Background: an optimization exercise with open tools, aiming at small area, a short achievable clock period and few clock cycles per item. Do not read the settings as production practice. Power figures rest on the tool's default switching activity, not on a simulated workload.

==> flow/design.v <==
module LASER (
input CLK,
input RST,
input [3:0] X,
input [3:0] Y,
output reg [3:0] C1X,
output reg [3:0] C1Y,
output reg [3:0] C2X,
output reg [3:0] C2Y,
output reg DONE);
localparam [5:0]  NREAD  = 6'd40;       
localparam [10:0] NROUND = 11'd2000;
localparam [15:0] INIT   = {4'd0, 4'd0, 4'd8, 4'd8};
localparam NG = 8;                      
function [9:0] lfsr_step;
  input [9:0] v;
  input integer n;
  integer k;
  begin
    lfsr_step = v;
    for (k = 0; k < n; k = k + 1)
      lfsr_step = {lfsr_step[8:0], lfsr_step[9] ^ lfsr_step[6]};
  end
endfunction
function [3:0] mv;
  input [3:0] b;
  input       up;
  input       st1;                 
  reg   [4:0] sum;
  begin
    if (up) begin
      sum = {1'b0, b} + (st1 ? 5'd1 : 5'd2);
      mv  = sum[4] ? 4'd15 : sum[3:0];
    end else begin
      sum = {1'b0, b} - (st1 ? 5'd1 : 5'd2);
      mv  = sum[4] ? 4'd0 : sum[3:0];
    end
  end
endfunction
function [15:0] mv4;
  input [15:0] b;
  input [9:0]  q;
  begin
    mv4 = {mv(b[15:12], q[0], q[5]), mv(b[11:8], q[3], q[5]),
           mv(b[7:4],   q[5], q[5]), mv(b[3:0],  q[9], q[5])};
  end
endfunction
function [3:0] cls;
  input [3:0] p, c;
  reg [4:0] d, k;
  integer b;
  begin
    k[0] = 1'b1;
    for (b = 0; b < 4; b = b + 1) begin
      d[b]   = p[b] ^ ~c[b] ^ k[b];
      k[b+1] = (p[b] & ~c[b]) | (p[b] & k[b]) | (~c[b] & k[b]);
    end
    d[4] = ~k[4];
    cls[0] = ~|d;
    cls[1] = (~d[4] & ~d[3] & ~d[2] & ~(d[1] & d[0])) | (d[4] & d[3] & d[2] & d[1]);
    cls[2] = (~d[4] & ~d[3] & ~d[2]) | (d[4] & d[3] & d[2] & (d[1] | d[0]));
    cls[3] = (~d[4] & ~d[3] & (~d[2] | ~(d[1] | d[0]))) | (d[4] & d[3] & d[2]);
  end
endfunction
function cov1;
  input [3:0] px, py, cx, cy;
  reg [3:0] a, b;
  begin
    a = cls(px, cx);
    b = cls(py, cy);
    cov1 = (a[3] & b[0]) | (a[2] & b[1]) | (a[1] & b[2]) | (a[0] & b[3]);
  end
endfunction
function cov2;
  input [7:0]  p;
  input [15:0] t;
  begin
    cov2 = cov1(p[7:4], p[3:0], t[15:12], t[11:8]) | cov1(p[7:4], p[3:0], t[7:4], t[3:0]);
  end
endfunction
function gt3;
  input [5:0] a, b, r;
  reg [5:0] s, k;
  reg [6:0] t;
  begin
    s = a ^ b ^ ~r;
    k = (a & b) | (a & ~r) | (b & ~r);
    t = {1'b0, s} + {k, 1'b0};
    gt3 = t[6];
  end
endfunction
reg  [5:0]  cnt;                        
reg  [10:0] rcQ, rcO;                   
reg  [9:0]  VQ, VO;                     
reg         s1d;                        
reg         fin2q, fin3;                
wire        rd    = (cnt < NREAD);
reg [NG-1:0] redo;
reg          redom;
reg          rnd2;                      
wire [10:0] rc    = redom ? rcO : rcQ;
wire [9:0]  V     = redom ? VO : VQ;
wire        fin2  = fin2q & ~redom;
wire        s1    = ~rd & ~DONE & (rc < NROUND);    
wire [9:0]  V1    = lfsr_step(V, 1);
wire [9:0]  V42   = lfsr_step(V, 42);
wire        rndS  = (lfsr_step(V, 41) < 10'd150);  
wire         s2v = s1d & ~redom;        
wire         gt;                        
always @(posedge CLK) begin
  if (RST) begin
    cnt   <= 6'd0;
    s1d   <= 1'b0;
    fin2q <= 1'b0;
    fin3  <= 1'b0;
    DONE  <= 1'b0;
  end else begin
    cnt   <= DONE ? 6'd0 : rd ? cnt + 6'd1 : cnt;
    s1d   <= s1;
    fin2q <= s1 & (rc == NROUND - 11'd1);
    fin3  <= fin2;
    DONE  <= fin3;
  end
end
integer g;
always @(posedge CLK) begin
  if (RST | rd) begin
    redom <= 1'b0;
    redo  <= {NG{1'b0}};
  end else begin
    redom <= s1d & ~redom & ~rnd2 & gt & s1;
    for (g = 0; g < NG; g = g + 1)
      redo[g] <= s1d & ~redo[g] & ~rnd2 & gt & s1;
  end
  rnd2 <= rndS;
end
always @(posedge CLK) begin
  if (RST)
    VQ <= 10'h1;
  else if (rd | fin2 | fin3)
    VQ <= V1;
  else if (s1)
    VQ <= V42;
  else
    VQ <= V;
  VO <= V;
end
always @(posedge CLK) begin
  if (rd)
    rcQ <= 11'd0;
  else if (s1)
    rcQ <= rc + 11'd1;
  else
    rcQ <= rc;
  rcO <= rc;
end
reg [7:0] P [0:39];
integer i;
always @(posedge CLK) begin
  P[0] <= rd ? {X, Y} : P[39];
  for (i = 1; i < 40; i = i + 1)
    P[i] <= P[i-1];
end
reg  [15:0] PA;                         
reg  [15:0] PQ;                         
reg  [15:0] T1Q, XQ, TO;
wire [15:0] T1 = redom ? TO : T1Q;      
wire [15:0] Xc = redom ? TO : XQ;       
wire [15:0] K  = redom ? PA : PQ;       
wire [15:0] Pb = rd ? INIT : rndS ? K : (s2v & rnd2) ? T1 : Xc;
always @(posedge CLK) begin
  PA <= mv4(T1, V);
  PQ <= mv4(Pb, rd ? V1 : V42);
  T1Q <= s1 ? K : T1;
  TO  <= T1;
  if (rd)
    XQ <= INIT;
  else if (s1 & s2v & rnd2)
    XQ <= T1;
  else
    XQ <= Xc;
end
reg [39:0] hit;
reg [15:0] Kg;
integer j;
always @(*)
  for (j = 0; j < 40; j = j + 1) begin
    Kg = redo[j * NG / 40] ? PA : PQ;
    hit[j] = cov2(P[j], Kg);
  end
wire [5:0] ca, cb;
wire cs1 = hit[0] ^ hit[1] ^ hit[2];
wire cs2 = (hit[0] & hit[1]) | (hit[0] & hit[2]) | (hit[1] & hit[2]);
wire cs3 = hit[3] ^ hit[4] ^ hit[5];
wire cs4 = (hit[3] & hit[4]) | (hit[3] & hit[5]) | (hit[4] & hit[5]);
wire cs5 = hit[6] ^ hit[7] ^ hit[8];
wire cs6 = (hit[6] & hit[7]) | (hit[6] & hit[8]) | (hit[7] & hit[8]);
wire cs7 = hit[9] ^ hit[10] ^ hit[11];
wire cs8 = (hit[9] & hit[10]) | (hit[9] & hit[11]) | (hit[10] & hit[11]);
wire cs9 = hit[12] ^ hit[13] ^ hit[14];
wire cs10 = (hit[12] & hit[13]) | (hit[12] & hit[14]) | (hit[13] & hit[14]);
wire cs11 = hit[15] ^ hit[16] ^ hit[17];
wire cs12 = (hit[15] & hit[16]) | (hit[15] & hit[17]) | (hit[16] & hit[17]);
wire cs13 = hit[18] ^ hit[19] ^ hit[20];
wire cs14 = (hit[18] & hit[19]) | (hit[18] & hit[20]) | (hit[19] & hit[20]);
wire cs15 = hit[21] ^ hit[22] ^ hit[23];
wire cs16 = (hit[21] & hit[22]) | (hit[21] & hit[23]) | (hit[22] & hit[23]);
wire cs17 = hit[24] ^ hit[25] ^ hit[26];
wire cs18 = (hit[24] & hit[25]) | (hit[24] & hit[26]) | (hit[25] & hit[26]);
wire cs19 = hit[27] ^ hit[28] ^ hit[29];
wire cs20 = (hit[27] & hit[28]) | (hit[27] & hit[29]) | (hit[28] & hit[29]);
wire cs21 = hit[30] ^ hit[31] ^ hit[32];
wire cs22 = (hit[30] & hit[31]) | (hit[30] & hit[32]) | (hit[31] & hit[32]);
wire cs23 = hit[33] ^ hit[34] ^ hit[35];
wire cs24 = (hit[33] & hit[34]) | (hit[33] & hit[35]) | (hit[34] & hit[35]);
wire cs25 = hit[36] ^ hit[37] ^ hit[38];
wire cs26 = (hit[36] & hit[37]) | (hit[36] & hit[38]) | (hit[37] & hit[38]);
wire cs27 = cs1 ^ cs3 ^ cs5;
wire cs28 = (cs1 & cs3) | (cs1 & cs5) | (cs3 & cs5);
wire cs29 = cs7 ^ cs9 ^ cs11;
wire cs30 = (cs7 & cs9) | (cs7 & cs11) | (cs9 & cs11);
wire cs31 = cs13 ^ cs15 ^ cs17;
wire cs32 = (cs13 & cs15) | (cs13 & cs17) | (cs15 & cs17);
wire cs33 = cs19 ^ cs21 ^ cs23;
wire cs34 = (cs19 & cs21) | (cs19 & cs23) | (cs21 & cs23);
wire cs35 = cs2 ^ cs4 ^ cs6;
wire cs36 = (cs2 & cs4) | (cs2 & cs6) | (cs4 & cs6);
wire cs37 = cs8 ^ cs10 ^ cs12;
wire cs38 = (cs8 & cs10) | (cs8 & cs12) | (cs10 & cs12);
wire cs39 = cs14 ^ cs16 ^ cs18;
wire cs40 = (cs14 & cs16) | (cs14 & cs18) | (cs16 & cs18);
wire cs41 = cs20 ^ cs22 ^ cs24;
wire cs42 = (cs20 & cs22) | (cs20 & cs24) | (cs22 & cs24);
wire cs43 = pr0 ^ pr1 ^ pr2;
wire cs44 = (pr0 & pr1) | (pr0 & pr2) | (pr1 & pr2);
wire cs45 = pr3 ^ pr4 ^ pr5;
wire cs46 = (pr3 & pr4) | (pr3 & pr5) | (pr4 & pr5);
wire cs47 = pr6 ^ pr7 ^ pr8;
wire cs48 = (pr6 & pr7) | (pr6 & pr8) | (pr7 & pr8);
wire cs49 = pr9 ^ pr10 ^ pr11;
wire cs50 = (pr9 & pr10) | (pr9 & pr11) | (pr10 & pr11);
wire cs51 = pr12 ^ pr13 ^ pr14;
wire cs52 = (pr12 & pr13) | (pr12 & pr14) | (pr13 & pr14);
wire cs53 = pr15 ^ pr16 ^ pr17;
wire cs54 = (pr15 & pr16) | (pr15 & pr17) | (pr16 & pr17);
wire cs55 = cs44 ^ cs46 ^ cs47;
wire cs56 = (cs44 & cs46) | (cs44 & cs47) | (cs46 & cs47);
wire cs57 = cs48 ^ cs50 ^ cs52;
wire cs58 = (cs48 & cs50) | (cs48 & cs52) | (cs50 & cs52);
wire cs59 = cs55 ^ cs49 ^ cs51;
wire cs60 = (cs55 & cs49) | (cs55 & cs51) | (cs49 & cs51);
wire cs61 = cs56 ^ cs57 ^ cs53;
wire cs62 = (cs56 & cs57) | (cs56 & cs53) | (cs57 & cs53);
wire cs63 = cs60 ^ cs61 ^ pr18;
wire cs64 = (cs60 & cs61) | (cs60 & pr18) | (cs61 & pr18);
wire cs65 = cs62 ^ cs58 ^ cs54;
wire cs66 = (cs62 & cs58) | (cs62 & cs54) | (cs58 & cs54);
reg pr0;
reg pr1;
reg pr2;
reg pr3;
reg pr4;
reg pr5;
reg pr6;
reg pr7;
reg pr8;
reg pr9;
reg pr10;
reg pr11;
reg pr12;
reg pr13;
reg pr14;
reg pr15;
reg pr16;
reg pr17;
reg pr18;
always @(posedge CLK) begin
  pr0 <= cs27;
  pr1 <= cs29;
  pr2 <= cs31;
  pr3 <= cs33;
  pr4 <= cs25;
  pr5 <= hit[39];
  pr6 <= cs28;
  pr7 <= cs30;
  pr8 <= cs32;
  pr9 <= cs34;
  pr10 <= cs35;
  pr11 <= cs37;
  pr12 <= cs39;
  pr13 <= cs41;
  pr14 <= cs26;
  pr15 <= cs36;
  pr16 <= cs38;
  pr17 <= cs40;
  pr18 <= cs42;
end
assign ca = {1'b0, cs66, cs64, cs63, cs59, cs43};
assign cb = {1'b0, 1'b0, cs65, 1'b0, 1'b0, cs45};
reg  [5:0] prev, best;
wire [5:0] cov = ca + cb;
assign     gt  = gt3(ca, cb, prev);
wire       dec = rnd2 | gt;
reg  [5:0]  cov3;                       
reg  [15:0] t3;
reg         s3;
always @(posedge CLK) begin
  if (rd)
    prev <= 6'd0;
  else if (s2v & dec)
    prev <= cov;
  cov3 <= cov;
  t3   <= T1;
  s3   <= s2v & ~rd;
end
always @(posedge CLK) begin
  if (rd)
    best <= 6'd0;
  else if (s3 && cov3 > best)
    best <= cov3;
end
always @(posedge CLK) begin
  if (RST) begin
    C1X <= 4'd7; C1Y <= 4'd7;
    C2X <= 4'd7; C2Y <= 4'd7;
  end else if (s3 && cov3 > best) begin
    {C1X, C1Y, C2X, C2Y} <= t3;
  end
end
endmodule
export LEC_CHECK = 0
export CAP_MARGIN = 20
export CORE_MARGIN = 2
export CORE_UTILIZATION = 40
export SETUP_SLACK_MARGIN = 1.5
export SLEW_MARGIN = 20
create_clock -name core_clock -period 6.0 [get_ports {CLK}]
run.sh (not shown) runs the stock make flow with config.mk's settings and CLKGATE_MAP_FILE= SYNTH_SCRIPT=/design/flow/synth_recipe.tcl, a recipe that flattens the netlist after the stock synthesis.
Edit:
--- a/flow/design.v
+++ b/flow/design.v
@@ -8,13 +8,13 @@
 output reg [3:0] C2X,
 output reg [3:0] C2Y,
 output reg DONE);
 localparam [5:0]  NREAD  = 6'd40;       
 localparam [10:0] NROUND = 11'd2000;
 localparam [15:0] INIT   = {4'd0, 4'd0, 4'd8, 4'd8};
-localparam NG = 8;                      
+localparam NG = 5;                      
 function [9:0] lfsr_step;
   input [9:0] v;
   input integer n;
   integer k;
   begin
     lfsr_step = v;
@@ -182,13 +182,13 @@
 end
 reg [39:0] hit;
 reg [15:0] Kg;
 integer j;
 always @(*)
   for (j = 0; j < 40; j = j + 1) begin
-    Kg = redo[j * NG / 40] ? PA : PQ;
+    Kg = redo[j / 8] ? PA : PQ;
     hit[j] = cov2(P[j], Kg);
   end
 wire [5:0] ca, cb;
 wire cs1 = hit[0] ^ hit[1] ^ hit[2];
 wire cs2 = (hit[0] & hit[1]) | (hit[0] & hit[2]) | (hit[1] & hit[2]);
 wire cs3 = hit[3] ^ hit[4] ^ hit[5];
- The changed run finished clean
- non-clock buffer count grows by 9
- design area shrinks by about 1.5%
- first-iteration DRC count shrinks by 11%
- total power shrinks by 3.3%
- core utilization grows by 0.11 points
- count of clock-buffer cells in the layout shrinks by 10
- worst setup slack got worse by 88 ps
- global-route usage hardly moves
No run of this note included a check of the RTL's function; only the layout flow was run.

## re-timing with driven ports
Ports are ideal in the flow. The routed layouts listed here were re-timed in OpenROAD.
Step 1 (the two cells are an assumption about what drives the block):
set clk [get_ports {CLK}]
set_driving_cell -lib_cell sky130_fd_sc_hd__clkbuf_16 $clk
set_driving_cell -lib_cell sky130_fd_sc_hd__buf_2 [delete_from_list [all_inputs] $clk]
Step 2 moves the port delays by t, midway between the first and last clock arrival at a register: inputs arrive t later, outputs are due t later. That takes back most of the time a late clock gives input paths.
a / b / c = ideal / step 1 / step 2; a / b = the first two.
run	t, ns	slack for setup (ns)	hold WS [ns]	latest minus earliest clock arrival (ns)	worst data-port slew with drivers (ns)
the first run	0.734	1.649 / 1.649 / 1.649	0.319 / 0.319 / 0.319	0.046 / 0.047	0.04
the second run	0.705	1.561 / 1.561 / 1.561	0.337 / 0.337 / 0.337	0.034 / 0.034	0.05
After both steps every run listed still meets setup and hold.
